Source: an optimization exercise on an open RTL-to-GDS flow (aim: small area). Production flows keep margins and buffers that such runs may drop. At most, simulation tests tie the RTL to the original design; equivalence was not proved. No driver is modelled on the clock port, so clock power and skew are understated where the tree is cut down; a real chip needs a root buffer or a tree. Power figures rest on the tool's default switching activity, not on a simulated workload.

## old
## Top_Circuit
module Top_Circuit(clk, rst, start, start_addr, end_addr, max_diff, busy, scl, sda_out, sda_oe, sda_in);
clock: 5.0 ns
lec_check: 0
cap_margin: 20
core_margin: 2
core_utilization: 40
cts_buf_list: sky130_fd_sc_hd__clkbuf_4 sky130_fd_sc_hd__clkbuf_8
cts_cluster_size: 12
place_density: 0.6
slew_margin: 20
standard.sh (not shown) runs the stock make flow with config.mk's settings and CLKGATE_MAP_FILE= SYNTH_SCRIPT=/design/flow/synth_recipe.tcl, a recipe that flattens the netlist after the stock synthesis.
==> flow/flow/run.sh <==
#!/bin/bash
# The standard ORFS layout (standard.sh) with changes that only affect which cells are
# chosen: synthesis maps logic with an area-oriented abc script and leaves adders as plain
# gates for abc (no half/full adder cells), and port buffers use the smallest buffer cell.
set -euo pipefail
here=$PWD
export BUFFER_PORTS_ARGS="-buffer_cell sky130_fd_sc_hd__buf_1"
export ADDER_MAP_FILE=
export AREA_ABC_SCRIPT=$here/flow/area.abc
export FLOW_SYNTH_TCL=$here/synth_recipe.tcl
sed "s|SYNTH_SCRIPT=[^ ]*|SYNTH_SCRIPT=$here/flow/synth_area.tcl|" standard.sh > standard_area_synth.sh
bash standard_area_synth.sh synth > synth_flow.log 2>&1
bash standard.sh > standard_flow.log 2>&1
==> flow/flow/area.abc <==
strash; &get -n; &st; &synch2; &dch -f; &put; amap; topo
==> flow/flow/synth_area.tcl <==
# The standard synthesis (synth_recipe.tcl, sourced unchanged below) with one change:
# abc maps the logic with an area-oriented script (flow/area.abc) instead of ORFS's
# abc_speed/abc_area script. Registers are untouched by abc, so their names and cells stay
# those of the standard synthesis.
proc abc {args} {
  set i [lsearch -exact $args -script]
  if { $i >= 0 } { lset args [expr { $i + 1 }] $::env(AREA_ABC_SCRIPT) }
  yosys abc {*}$args
}
source $::env(FLOW_SYNTH_TCL)
Here is what was changed in the inputs of new compared with old.
- CTS_BUF_LIST no longer set, was sky130_fd_sc_hd__clkbuf_4 sky130_fd_sc_hd__clkbuf_8
- CTS_CLUSTER_SIZE no longer set, was 12
==> flow/flow/area.abc <==
strash; ifraig; scorr; dc2; strash; dch -f; map -a; strash; dch -f; map -a; strash; dch -f; map -a; topo
Findings:
Comparing final cell count for old and new, the bigger number came from new.
[compare] base=old new=new: total power after layout has increased, worst supply voltage drop on vdd has increased.
Number of different library cells in the post-synthesis netlist is higher on old
Comparing new against old, there is no change at all in number of remaining DRC errors.
No functional check of the RTL was part of any run of this note.

========
== job 2886 ==
Top_Circuit, a different RTL version from the one above (not shown whole).
Size: ~46 flip-flops, about 32 I/O pins, ~3300 um^2 of cells after synthesis.
==> flow/design.v (excerpt) <==
module Top_Circuit(clk, rst, start, start_addr, end_addr, max_diff, busy, scl, sda_out, sda_oe, sda_in);
clock: 5.0 ns
lec_check: 0
cap_margin: 20
core_margin: 2
core_utilization: 40
place_density: 0.6
slew_margin: 20
==> flow/flow/run.sh <==
#!/bin/bash
# Standard ORFS layout, with the port buffers made from the smallest buffer cell.
set -euo pipefail
export BUFFER_PORTS_ARGS="-buffer_cell sky130_fd_sc_hd__buf_1"
bash standard.sh > standard_flow.log 2>&1
[inputs] job 6693 vs job 2886
==> flow/flow/run.sh <==
#!/bin/bash
# The standard ORFS layout (standard.sh) with changes that only affect which cells are
# chosen: synthesis maps logic with an area-oriented abc script and leaves adders as plain
# gates for abc (no half/full adder cells), and port buffers use the smallest buffer cell.
set -euo pipefail
here=$PWD
export BUFFER_PORTS_ARGS="-buffer_cell sky130_fd_sc_hd__buf_1"
export ADDER_MAP_FILE=
export AREA_ABC_SCRIPT=$here/flow/area.abc
export FLOW_SYNTH_TCL=$here/synth_recipe.tcl
sed "s|SYNTH_SCRIPT=[^ ]*|SYNTH_SCRIPT=$here/flow/synth_area.tcl|" standard.sh > standard_area_synth.sh
bash standard_area_synth.sh synth > synth_flow.log 2>&1
bash standard.sh > standard_flow.log 2>&1
==> flow/flow/area.abc (new file) <==
strash; ifraig; scorr; dc2; strash; dch -f; map -a; strash; dch -f; map -a; strash; dch -f; map -a; topo
==> flow/flow/synth_area.tcl (new file) <==
# The standard synthesis (synth_recipe.tcl, sourced unchanged below) with one change:
# abc maps the logic with an area-oriented script (flow/area.abc) instead of ORFS's
# abc_speed/abc_area script. Registers are untouched by abc, so their names and cells stay
# those of the standard synthesis.
proc abc {args} {
  set i [lsearch -exact $args -script]
  if { $i >= 0 } { lset args [expr { $i + 1 }] $::env(AREA_ABC_SCRIPT) }
  yosys abc {*}$args
}
source $::env(FLOW_SYNTH_TCL)
--- a/flow/config.mk
+++ b/flow/config.mk
@@ -9,4 +9,7 @@
 export CORE_MARGIN = 2
 export CORE_UTILIZATION = 40
+export CTS_BUF_LIST = sky130_fd_sc_hd__clkbuf_8
+export CTS_CLUSTER_DIAMETER = 100
+export CTS_CLUSTER_SIZE = 30
 export PLACE_DENSITY = 0.6
 export SLEW_MARGIN = 20
Findings:
Changes observed in job 6693 relative to job 2886: standard cell area after detailed placement shrank by 11%; relative area change from synthesis to final layout higher; final clock period utilization by the worst path shrank by 17 points. Taking job 2886 as 1.0, job 6693 lands at 0.895 on final design area excluding fillers. From job 6693 to job 2886, hold buffer count at cts did not move at all. For job 6693, the worst setup path startpoint was mx[1], unlike job 2886, where it was mx[0]. When the final numbers for job 2886 and job 6693 were put side by side, the relative slew slack turned out to be greater in job 6693.
#### Input delta (job 9203 over job 6693)
==> flow/run.sh (new file) <==
#!/bin/bash
# synth_recipe.tcl (not shown) runs the flow's synth.tcl, then flattens the netlist and writes it again
# the make line also repeats each setting of config.mk as NAME=value (left out here)
make -C /OpenROAD-flow-scripts/flow DESIGN_CONFIG=/design/flow/config.mk WORK_HOME=/design/flow/orfs CLKGATE_MAP_FILE= SYNTH_SCRIPT=/design/flow/synth_recipe.tcl finish
--- a/flow/config.mk
+++ b/flow/config.mk
@@ -9,7 +9,4 @@
 export CORE_MARGIN = 2
 export CORE_UTILIZATION = 40
-export CTS_BUF_LIST = sky130_fd_sc_hd__clkbuf_8
-export CTS_CLUSTER_DIAMETER = 100
-export CTS_CLUSTER_SIZE = 30
 export PLACE_DENSITY = 0.6
 export SLEW_MARGIN = 20
removed: flow/flow/run.sh
removed: flow/flow/area.abc
removed: flow/flow/synth_area.tcl
removed: flow/standard.sh
==> comparison <==
- Job 9203 | status: complete | timing, DRC, antenna: pass
- For job 6693, the library cell contributing the largest single delay on the critical path was sky130_fd_sc_hd__dfxtp_1, unlike job 9203, where it was sky130_fd_sc_hd__clkdlybuf4s50_1.
- Comparing job 9203 with job 6693, the number of setup violations in the final report came out essentially unchanged.
- Clock-buffer cell count (lower): job 6693
- Job 9203 ends up with higher largest stage delay on the critical path than job 6693 does.
- Compared with job 6693, job 9203 degrades total power.
- Going from job 6693 to job 9203, detailed placer's ending HPWL grew by a few percent.

========
Starting RTL as in the previous note.
clock: 5.0 ns
lec_check: 0
cap_margin: 20
core_margin: 2
core_utilization: 40
cts_buf_list: sky130_fd_sc_hd__clkbuf_16
cts_cluster_diameter: 200
cts_cluster_size: 50
place_density: 0.6
slew_margin: 20
==> flow/flow/run.sh <==
#!/bin/bash
# The standard ORFS layout (standard.sh) with changes that only affect which cells are
# chosen: synthesis maps logic with an area-oriented abc script and leaves adders as plain
# gates for abc (no half/full adder cells), and port buffers use the smallest buffer cell.
set -euo pipefail
here=$PWD
export BUFFER_PORTS_ARGS="-buffer_cell sky130_fd_sc_hd__buf_1"
export ADDER_MAP_FILE=
export AREA_ABC_SCRIPT=$here/flow/area.abc
export FLOW_SYNTH_TCL=$here/synth_recipe.tcl
sed "s|SYNTH_SCRIPT=[^ ]*|SYNTH_SCRIPT=$here/flow/synth_area.tcl|" standard.sh > standard_area_synth.sh
bash standard_area_synth.sh synth > synth_flow.log 2>&1
bash standard.sh > standard_flow.log 2>&1
==> flow/flow/area.abc <==
strash; ifraig; scorr; dc2; strash; dch -f; map -a; strash; dch -f; map -a; strash; dch -f; map -a; topo
==> flow/flow/synth_area.tcl <==
# The standard synthesis (synth_recipe.tcl, sourced unchanged below) with one change:
# abc maps the logic with an area-oriented script (flow/area.abc) instead of ORFS's
# abc_speed/abc_area script. Registers are untouched by abc, so their names and cells stay
# those of the standard synthesis.
proc abc {args} {
  set i [lsearch -exact $args -script]
  if { $i >= 0 } { lset args [expr { $i + 1 }] $::env(AREA_ABC_SCRIPT) }
  yosys abc {*}$args
}
source $::env(FLOW_SYNTH_TCL)
The starting point ran to the end with no violations.
Change:
- CTS_BUF_LIST: sky130_fd_sc_hd__clkbuf_16 -> not set
- CTS_CLUSTER_DIAMETER: 200 -> not set
- CTS_CLUSTER_SIZE: 50 -> not set
After rerunning: Routed wire length drops by 0.40%; hold slack is about the same; sequential power is about the same; global-route usage went down by 0.12 points; maximum frequency drops by 0.62%; power drops by 5.5%; core utilization falls by 0.82 points.

========
The RTL this note starts from:
==> flow/design.v <==
module Top_Circuit(clk, rst, start, start_addr, end_addr, max_diff, busy, scl, sda_out, sda_oe, sda_in);
input clk, rst, start;
input [7:0] start_addr, end_addr;
output [7:0] max_diff;
output reg busy;
output reg scl, sda_out, sda_oe;
input sda_in;
localparam IDLE = 3'd0,   
           F0 = 3'd1,     
           F1 = 3'd2,     
           F23 = 3'd3,    
           RX = 3'd4,     
           STOP = 3'd5,   
           STOPF = 3'd6,  
           DONE = 3'd7;   
reg [2:0] sg;
reg [5:0] c;
reg wp;                   
reg [7:0] sr, ia, mn, mx;
reg [7:0] diff, ia_inc;
reg [5:0] c_inc;
reg lte, sr_le_y, cy;
wire [7:0] y = c[1] ? mx : mn;
integer k;
always @* begin
	cy = 1'b1;
	for (k = 0; k < 8; k = k + 1) begin
		diff[k] = mx[k] ^ ~mn[k] ^ cy;
		cy = (mx[k] & ~mn[k]) | (cy & (mx[k] ^ ~mn[k]));
	end
	cy = 1'b1;
	for (k = 0; k < 8; k = k + 1) begin
		ia_inc[k] = ia[k] ^ cy;
		cy = cy & ia[k];
	end
	cy = 1'b1;
	for (k = 0; k < 6; k = k + 1) begin
		c_inc[k] = c[k] ^ cy;
		cy = cy & c[k];
	end
	lte = 1'b1; sr_le_y = ~c[1];
	for (k = 0; k < 8; k = k + 1) begin
		lte = (~ia[k] & end_addr[k]) | (~ia[k] & lte) | (end_addr[k] & lte);
		sr_le_y = (~sr[k] & y[k]) | (~sr[k] & sr_le_y) | (y[k] & sr_le_y);
	end
end
assign max_diff = wp ? diff : 8'd0;
wire [2:0] kb = c[4:2];
wire devbit = (kb == 3'd0) || (kb == 3'd2) || (kb == 3'd6) || (kb == 3'd7 && sg == F23);
reg busy_c;
always @* begin
	scl = 1'b1; sda_oe = 1'b1; sda_out = 1'b1;
	busy_c = 1'b1;
	case (sg)
		IDLE, DONE: busy_c = 1'b0;
		F0, F1, F23: begin
			if (!c[5]) begin
				scl = c[1];
				sda_out = (sg == F1) ? (wp | sr[7]) : (sg == F23 && wp) ? sr[7] : devbit;
			end else if (c[4]) begin
				sda_out = (c < 6'd62);
			end else begin
				sda_oe = 1'b0;
				scl = (c[2:0] == 3'd3) || (c[2:0] == 3'd4) || (sg == F23 && !wp && c[2:0] == 3'd5);
			end
		end
		RX: begin
			if (c[5]) begin
				if (!c[2] && !c[0]) begin scl = 1'b0; sda_oe = 1'b0; end
			end else if (c[4:2] == 3'b111) begin scl = !c[0]; sda_out = 1'b0; end
			else begin scl = 1'b0; sda_oe = 1'b0; end
		end
		STOP, STOPF: begin
			if (c[1:0] == 2'b00) sda_out = 1'b0;
			if (c[1:0] == 2'b10) scl = 1'b0;
			if (c[2] && c[0]) busy_c = (sg != STOPF);
		end
	endcase
end
wire rx_shift = (sg == RX) && !c[0];
wire tx_shift = (sg == F1 || sg == F23) && (c[1:0] == 2'b11);
always @(posedge clk) begin
	busy <= busy_c;
	if (sg == IDLE) wp <= 1'b0;
	else if (sg == RX && c[5] && c[2] && c[0]) wp <= 1'b1;
	if (sg == IDLE) sr <= start_addr;
	else if (sg == F1 && wp) sr <= diff;
	else if (rx_shift || tx_shift) sr <= {sr[6:0], sda_in};
	if (sg == F0 && c[5:3] == 3'b110) ia <= start_addr;
	if (sg == IDLE) begin
		mn <= 8'hFF; mx <= 8'h00;
	end else if (sg == RX && c == 6'd17) begin
		ia <= ia_inc;
		if (lte && sr_le_y) mn <= sr;
	end else if (sg == RX && c == 6'd18 && !sr_le_y) mx <= sr;
	c <= c_inc;
	case (sg)
		IDLE: c <= 6'd55;
		F0: if (c[5:4] == 2'b10 && c[2:0] == 3'b110) c <= 6'd0;
		F1: if (!wp && c[5:4] == 2'b10 && c[2:0] == 3'b110) c <= 6'd61;
		    else if (wp && c[5:4] == 2'b10 && c[2:0] == 3'b111) c <= 6'd0;
		F23: if (c[5:4] == 2'b10 && c[2:0] == 3'b110) c <= wp ? 6'd0 : 6'd1;
		RX: begin
			if (c == 6'd17 && !lte) c <= 6'd50;
			if (!c[5] && c[4:2] == 3'b111 && c[0]) c <= 6'd0;
			if (c[5] && c[2] && c[1]) c <= 6'd0;
		end
		STOP: if (c[2] && c[0]) c <= 6'd61;
		default: ;
	endcase
	if (rst) begin
		sg <= IDLE;
	end else begin
		case (sg)
			IDLE: if (start) sg <= F0;
			F0: if (c[5:4] == 2'b10 && c[2:0] == 3'b110) sg <= F1;
			F1: if ((!wp && c[5:4] == 2'b10 && c[2:0] == 3'b110) || (wp && c[5:4] == 2'b10 && c[2:0] == 3'b111)) sg <= F23;
			F23: if (c[5:4] == 2'b10 && c[2:0] == 3'b110) sg <= wp ? STOPF : RX;
			RX: if (c[5] && c[2] && c[1]) sg <= STOP;
			STOP: if (c[2] && c[0]) sg <= F0;
			STOPF: if (c[2] && c[0]) sg <= DONE;
			default: ;
		endcase
	end
end
endmodule
Settings: LEC_CHECK=0, CAP_MARGIN=0, CORE_MARGIN=2, CORE_UTILIZATION=40, GPL_TIMING_DRIVEN=0, PLACE_DENSITY=0.6, SLEW_MARGIN=0; clock period 5.0 ns.
==> flow/flow/run.sh <==
#!/bin/bash
# The standard ORFS layout (standard.sh) with changes that only affect which cells are
# chosen and how the clock is distributed:
#  - synthesis maps logic with an area-oriented abc script (flow/area.abc) and leaves adders
#    as plain gates for abc (no half/full adder cells); registers are untouched;
#  - port buffers use the smallest buffer cell;
#  - the clock port drives three (four if needed for slew) leaf clock buffers, one per register cluster
#    (flow/manual_cts.tcl), instead of a root buffer and four leaves.
set -euo pipefail
here=$PWD
export BUFFER_PORTS_ARGS="-buffer_cell sky130_fd_sc_hd__buf_1"
export ADDER_MAP_FILE=
export AREA_ABC_SCRIPT=$here/flow/area.abc
export FLOW_SYNTH_TCL=$here/synth_recipe.tcl
export PRE_CTS_TCL=$here/flow/manual_cts.tcl
export MANUAL_CLK_K=3
export MANUAL_CLK_MAX_SLEW=0.105
export MANUAL_CLKBUF=sky130_fd_sc_hd__clkbuf_8
sed "s|SYNTH_SCRIPT=[^ ]*|SYNTH_SCRIPT=$here/flow/synth_area.tcl|" standard.sh > standard_area_synth.sh
bash standard_area_synth.sh synth > synth_flow.log 2>&1
bash standard.sh > standard_flow.log 2>&1
==> flow/flow/area.abc <==
strash; dc2; dc2; dch -f; amap; strash; &get -n; &deepsyn -T 30; &put; dch -f; amap; strash; dc2; dch -f; amap; topo
Scripts as last shown in full above: flow/flow/synth_area.tcl
Other scripts of this flow, unchanged in this note and not shown: flow/flow/manual_clk.tcl, flow/flow/manual_cts.tcl
Change:
==> flow/flow/area.abc (replaced) <==
strash; dc2; dc2; dch -f; amap; strash; &get -n; &deepsyn -J 100 -T 300; &put; dch -f; amap; strash; dc2; dch -f; amap; topo
=> Worst hold slack is about the same. Final cell count falls by 1.6%. Maximum frequency falls by 8.1%. Synthesized area falls by about 1.4%. Routed wire length falls by 2.4%. Core utilization rises by 1.3 points. Die area falls by 1.3%. Via count rises by 1.1%. Setup slack got worse by 340 ps.
No run of this note takes its clock network from TritonCTS; it comes from the design's own scripts or RTL.

========
== run 1 ==
Top_Circuit, a different RTL version from the one above (not shown whole).
Size: ~340 cells after synthesis, about 43 flip-flops, ~32 I/O pins, about 2600 um2 of cells after synthesis.
==> flow/config.mk <==
export PLATFORM = sky130hd
export DESIGN_NAME = Top_Circuit
export DESIGN_NICKNAME = Top_Circuit
export VERILOG_FILES = /design/flow/design.v
export SDC_FILE = /design/flow/constraint.sdc
export NUM_CORES = 4
export LEC_CHECK = 0
export CAP_MARGIN = 20
export CORE_MARGIN = 2
export CORE_UTILIZATION = 40
export GPL_TIMING_DRIVEN = 0
export PLACE_DENSITY = 0.6
export SLEW_MARGIN = 20
==> flow/constraint.sdc <==
create_clock -name core_clock -period 5.0 [get_ports {clk}]
set_input_delay 1.0000 -clock core_clock [delete_from_list [all_inputs] [get_ports {clk}]]
set_output_delay 1.0000 -clock core_clock [all_outputs]
set_load 0.01 [all_outputs]
==> flow/flow/run.sh <==
#!/bin/bash
# The standard ORFS layout (standard.sh) with changes that only affect which cells are
# chosen and how the clock is distributed:
#  - synthesis maps logic with an area-oriented abc script (flow/area.abc) and leaves adders
#    as plain gates for abc (no half/full adder cells); registers are untouched;
#  - port buffers use the smallest buffer cell;
#  - the clock port drives three leaf clock buffers, one per register cluster
#    (flow/manual_cts.tcl), instead of a root buffer and four leaves.
set -euo pipefail
here=$PWD
export BUFFER_PORTS_ARGS="-buffer_cell sky130_fd_sc_hd__buf_1"
export ADDER_MAP_FILE=
export AREA_ABC_SCRIPT=$here/flow/area.abc
export FLOW_SYNTH_TCL=$here/synth_recipe.tcl
export PRE_CTS_TCL=$here/flow/manual_cts.tcl
export MANUAL_CLK_K=3
export MANUAL_CLKBUF=sky130_fd_sc_hd__clkbuf_8
sed "s|SYNTH_SCRIPT=[^ ]*|SYNTH_SCRIPT=$here/flow/synth_area.tcl|" standard.sh > standard_area_synth.sh
bash standard_area_synth.sh synth > synth_flow.log 2>&1
bash standard.sh > standard_flow.log 2>&1
==> flow/flow/manual_clk.tcl <==
# Clock distribution for a small design (run before CTS, see manual_cts.tcl): the clock port
# drives K leaf clock buffers (K <= 4), each driving one cluster of clock sinks; clusters by
# k-means on the sink locations, each buffer placed at its cluster's centre.
set block [ord::get_db_block]
set clknet [[$block findBTerm clk] getNet]
set master [[ord::get_db] findMaster $::env(MANUAL_CLKBUF)]
set K $::env(MANUAL_CLK_K)
set its {}
foreach it [$clknet getITerms] {
  set bb [[$it getInst] getBBox]
  lappend its [list $it [expr {([$bb xMin] + [$bb xMax]) / 2.0}] [expr {([$bb yMin] + [$bb yMax]) / 2.0}]]
}
set its [lsort -real -index 1 $its]
set n [llength $its]
# initial centers: spread along x
set cs {}
for {set k 0} {$k < $K} {incr k} {
  set e [lindex $its [expr {int(($k + 0.5) * $n / $K)}]]
  lappend cs [list [lindex $e 1] [lindex $e 2]]
}
for {set iter 0} {$iter < 50} {incr iter} {
  set asg {}
  foreach e $its {
    set best 0; set bd 1e30
    for {set k 0} {$k < $K} {incr k} {
      set c [lindex $cs $k]
      set d [expr {abs([lindex $e 1] - [lindex $c 0]) + abs([lindex $e 2] - [lindex $c 1])}]
      if {$d < $bd} { set bd $d; set best $k }
    }
    lappend asg $best
  }
  set ncs {}
  for {set k 0} {$k < $K} {incr k} {
    set sx 0; set sy 0; set m 0
    foreach e $its a $asg { if {$a == $k} { set sx [expr {$sx + [lindex $e 1]}]; set sy [expr {$sy + [lindex $e 2]}]; incr m } }
    if {$m > 0} { lappend ncs [list [expr {$sx / $m}] [expr {$sy / $m}]] } else { lappend ncs [lindex $cs $k] }
  }
  set cs $ncs
}
for {set k 0} {$k < $K} {incr k} {
  set inst [odb::dbInst_create $block $master clkbuf_leaf_$k]
  set net [odb::dbNet_create $block clknet_leaf_$k]
  $net setSigType CLOCK
  [$inst findITerm A] connect $clknet
  [$inst findITerm X] connect $net
  set m 0
  foreach e $its a $asg { if {$a == $k} { set it [lindex $e 0]; $it disconnect; $it connect $net; incr m } }
  set c [lindex $cs $k]
  $inst setLocation [expr {int([lindex $c 0])}] [expr {int([lindex $c 1])}]
  $inst setPlacementStatus PLACED
  puts "clock leaf $k: $::env(MANUAL_CLKBUF) drives $m sinks"
}
Scripts as last shown in full above: flow/flow/synth_area.tcl
Other scripts of this flow, unchanged in this note and not shown: flow/flow/area.abc, flow/flow/manual_cts.tcl
Run 1 went all the way through the flow, and no timing, DRC or antenna check failed.
Input-level comparison between run 2 and run 1:
diff --git a/flow/flow/run.sh b/flow/flow/run.sh
--- a/flow/flow/run.sh
+++ b/flow/flow/run.sh
@@ -5,5 +5,5 @@
 #    as plain gates for abc (no half/full adder cells); registers are untouched;
 #  - port buffers use the smallest buffer cell;
-#  - the clock port drives three leaf clock buffers, one per register cluster
+#  - the clock port drives four leaf clock buffers, one per register cluster
 #    (flow/manual_cts.tcl), instead of a root buffer and four leaves.
 set -euo pipefail
@@ -14,5 +14,5 @@
 export FLOW_SYNTH_TCL=$here/synth_recipe.tcl
 export PRE_CTS_TCL=$here/flow/manual_cts.tcl
-export MANUAL_CLK_K=3
+export MANUAL_CLK_K=4
 export MANUAL_CLKBUF=sky130_fd_sc_hd__clkbuf_8
 sed "s|SYNTH_SCRIPT=[^ ]*|SYNTH_SCRIPT=$here/flow/synth_area.tcl|" standard.sh > standard_area_synth.sh
diff --git a/flow/config.mk b/flow/config.mk
--- a/flow/config.mk
+++ b/flow/config.mk
@@ -6,8 +6,8 @@
 export NUM_CORES = 4
 export LEC_CHECK = 0
-export CAP_MARGIN = 20
+export CAP_MARGIN = 0
 export CORE_MARGIN = 2
 export CORE_UTILIZATION = 40
 export GPL_TIMING_DRIVEN = 0
 export PLACE_DENSITY = 0.6
-export SLEW_MARGIN = 20
+export SLEW_MARGIN = 0
Findings:
- On clock network fraction of design power, the higher figure sits with run 2, not run 1.
- Diff run 1 and run 2: post-route worst setup slack lower in run 2
- In terms of mean post-synth cell area, run 1 and run 2 differ only marginally.
- Power share of the combinational group in run 2 is 0.9 points lower than in run 1
- Looking at capturing instance or port of the critical path, the ia[1] result is from run 1; the ia[4] one comes from run 2.
- In terms of worst-path maximum fanout, run 1 and run 2 differ only marginally.
- Run 1 was routed with fewer vias than run 2.
- Going from run 1 to run 2, global-route met2 utilization rose by 1.0 points, delay of the slowest critical-path stage rose by 310 ps.
What run 3 does differently from run 2 at the input level:
diff --git a/flow/flow/run.sh b/flow/flow/run.sh
--- a/flow/flow/run.sh
+++ b/flow/flow/run.sh
@@ -5,5 +5,5 @@
 #    as plain gates for abc (no half/full adder cells); registers are untouched;
 #  - port buffers use the smallest buffer cell;
-#  - the clock port drives four leaf clock buffers, one per register cluster
+#  - the clock port drives three leaf clock buffers, one per register cluster
 #    (flow/manual_cts.tcl), instead of a root buffer and four leaves.
 set -euo pipefail
@@ -14,5 +14,5 @@
 export FLOW_SYNTH_TCL=$here/synth_recipe.tcl
 export PRE_CTS_TCL=$here/flow/manual_cts.tcl
-export MANUAL_CLK_K=4
+export MANUAL_CLK_K=3
 export MANUAL_CLKBUF=sky130_fd_sc_hd__clkbuf_8
 sed "s|SYNTH_SCRIPT=[^ ]*|SYNTH_SCRIPT=$here/flow/synth_area.tcl|" standard.sh > standard_area_synth.sh
### Flow results
Run 3 ended with every stage complete and zero timing, DRC or antenna violations. Compared run 2 against run 3; synthesized cell count within noise. The lower fraction of met2 tracks used by global routing of run 3 and run 2 is in run 2. Total track usage: run 3 and run 2 compared, lower one is run 3.
No run of this note takes its clock network from TritonCTS; it comes from the design's own scripts or RTL.

-- re-timing with driven ports --
The results above use ideal ports. As a check the final layouts listed here were re-extracted and re-timed, cells and wires unchanged. Step 1 sets driving cells, clkbuf_16 on the clock port and buf_2 on the other inputs (assumed; they add their load-dependent delay and slew). Step 2 adds t to the input delays and takes it off the output delays; t is the mean of the earliest and latest rising clock arrival at the registers after step 1. Input paths then give back, and output paths get back, about the clock's delay inside the block. Three values: no drivers, after step 1, after step 2; two values: the first two.
run	shift t [ns]	setup WS [ns]	clock arrival spread, ns	pins driven straight from the clock port
old	0.331	0.935 / 0.904 / 1.151	0.016 / 0.016	1
new	0.323	1.171 / 1.145 / 1.467	0.013 / 0.013	1
job 2886	0.331	0.567 / 0.537 / 0.868	0.008 / 0.008	1
job 6693	0.326	1.432 / 1.402 / 1.482	0.009 / 0.010	1
job 9203	0.331	0.288 / 0.258 / 0.589	0.010 / 0.010	1
the first run of note 3	0.319	1.455 / 1.422 / 1.476	0.005 / 0.005	1
the second run of note 3	0.327	1.433 / 1.403 / 1.487	0.008 / 0.007	1
the first run of note 4	0.202	1.156 / 1.107 / 1.308	0.012 / 0.011	3
the second run of note 4	0.199	0.819 / 0.819 / 0.819	0.008 / 0.008	3
run 1	0.202	1.376 / 1.333 / 1.376	0.048 / 0.048	3
run 2	0.201	0.978 / 0.978 / 0.978	0.032 / 0.032	4
run 3	0.201	0.949 / 0.950 / 0.950	0.001 / 0.002	3
After both steps every run listed still meets setup and hold.
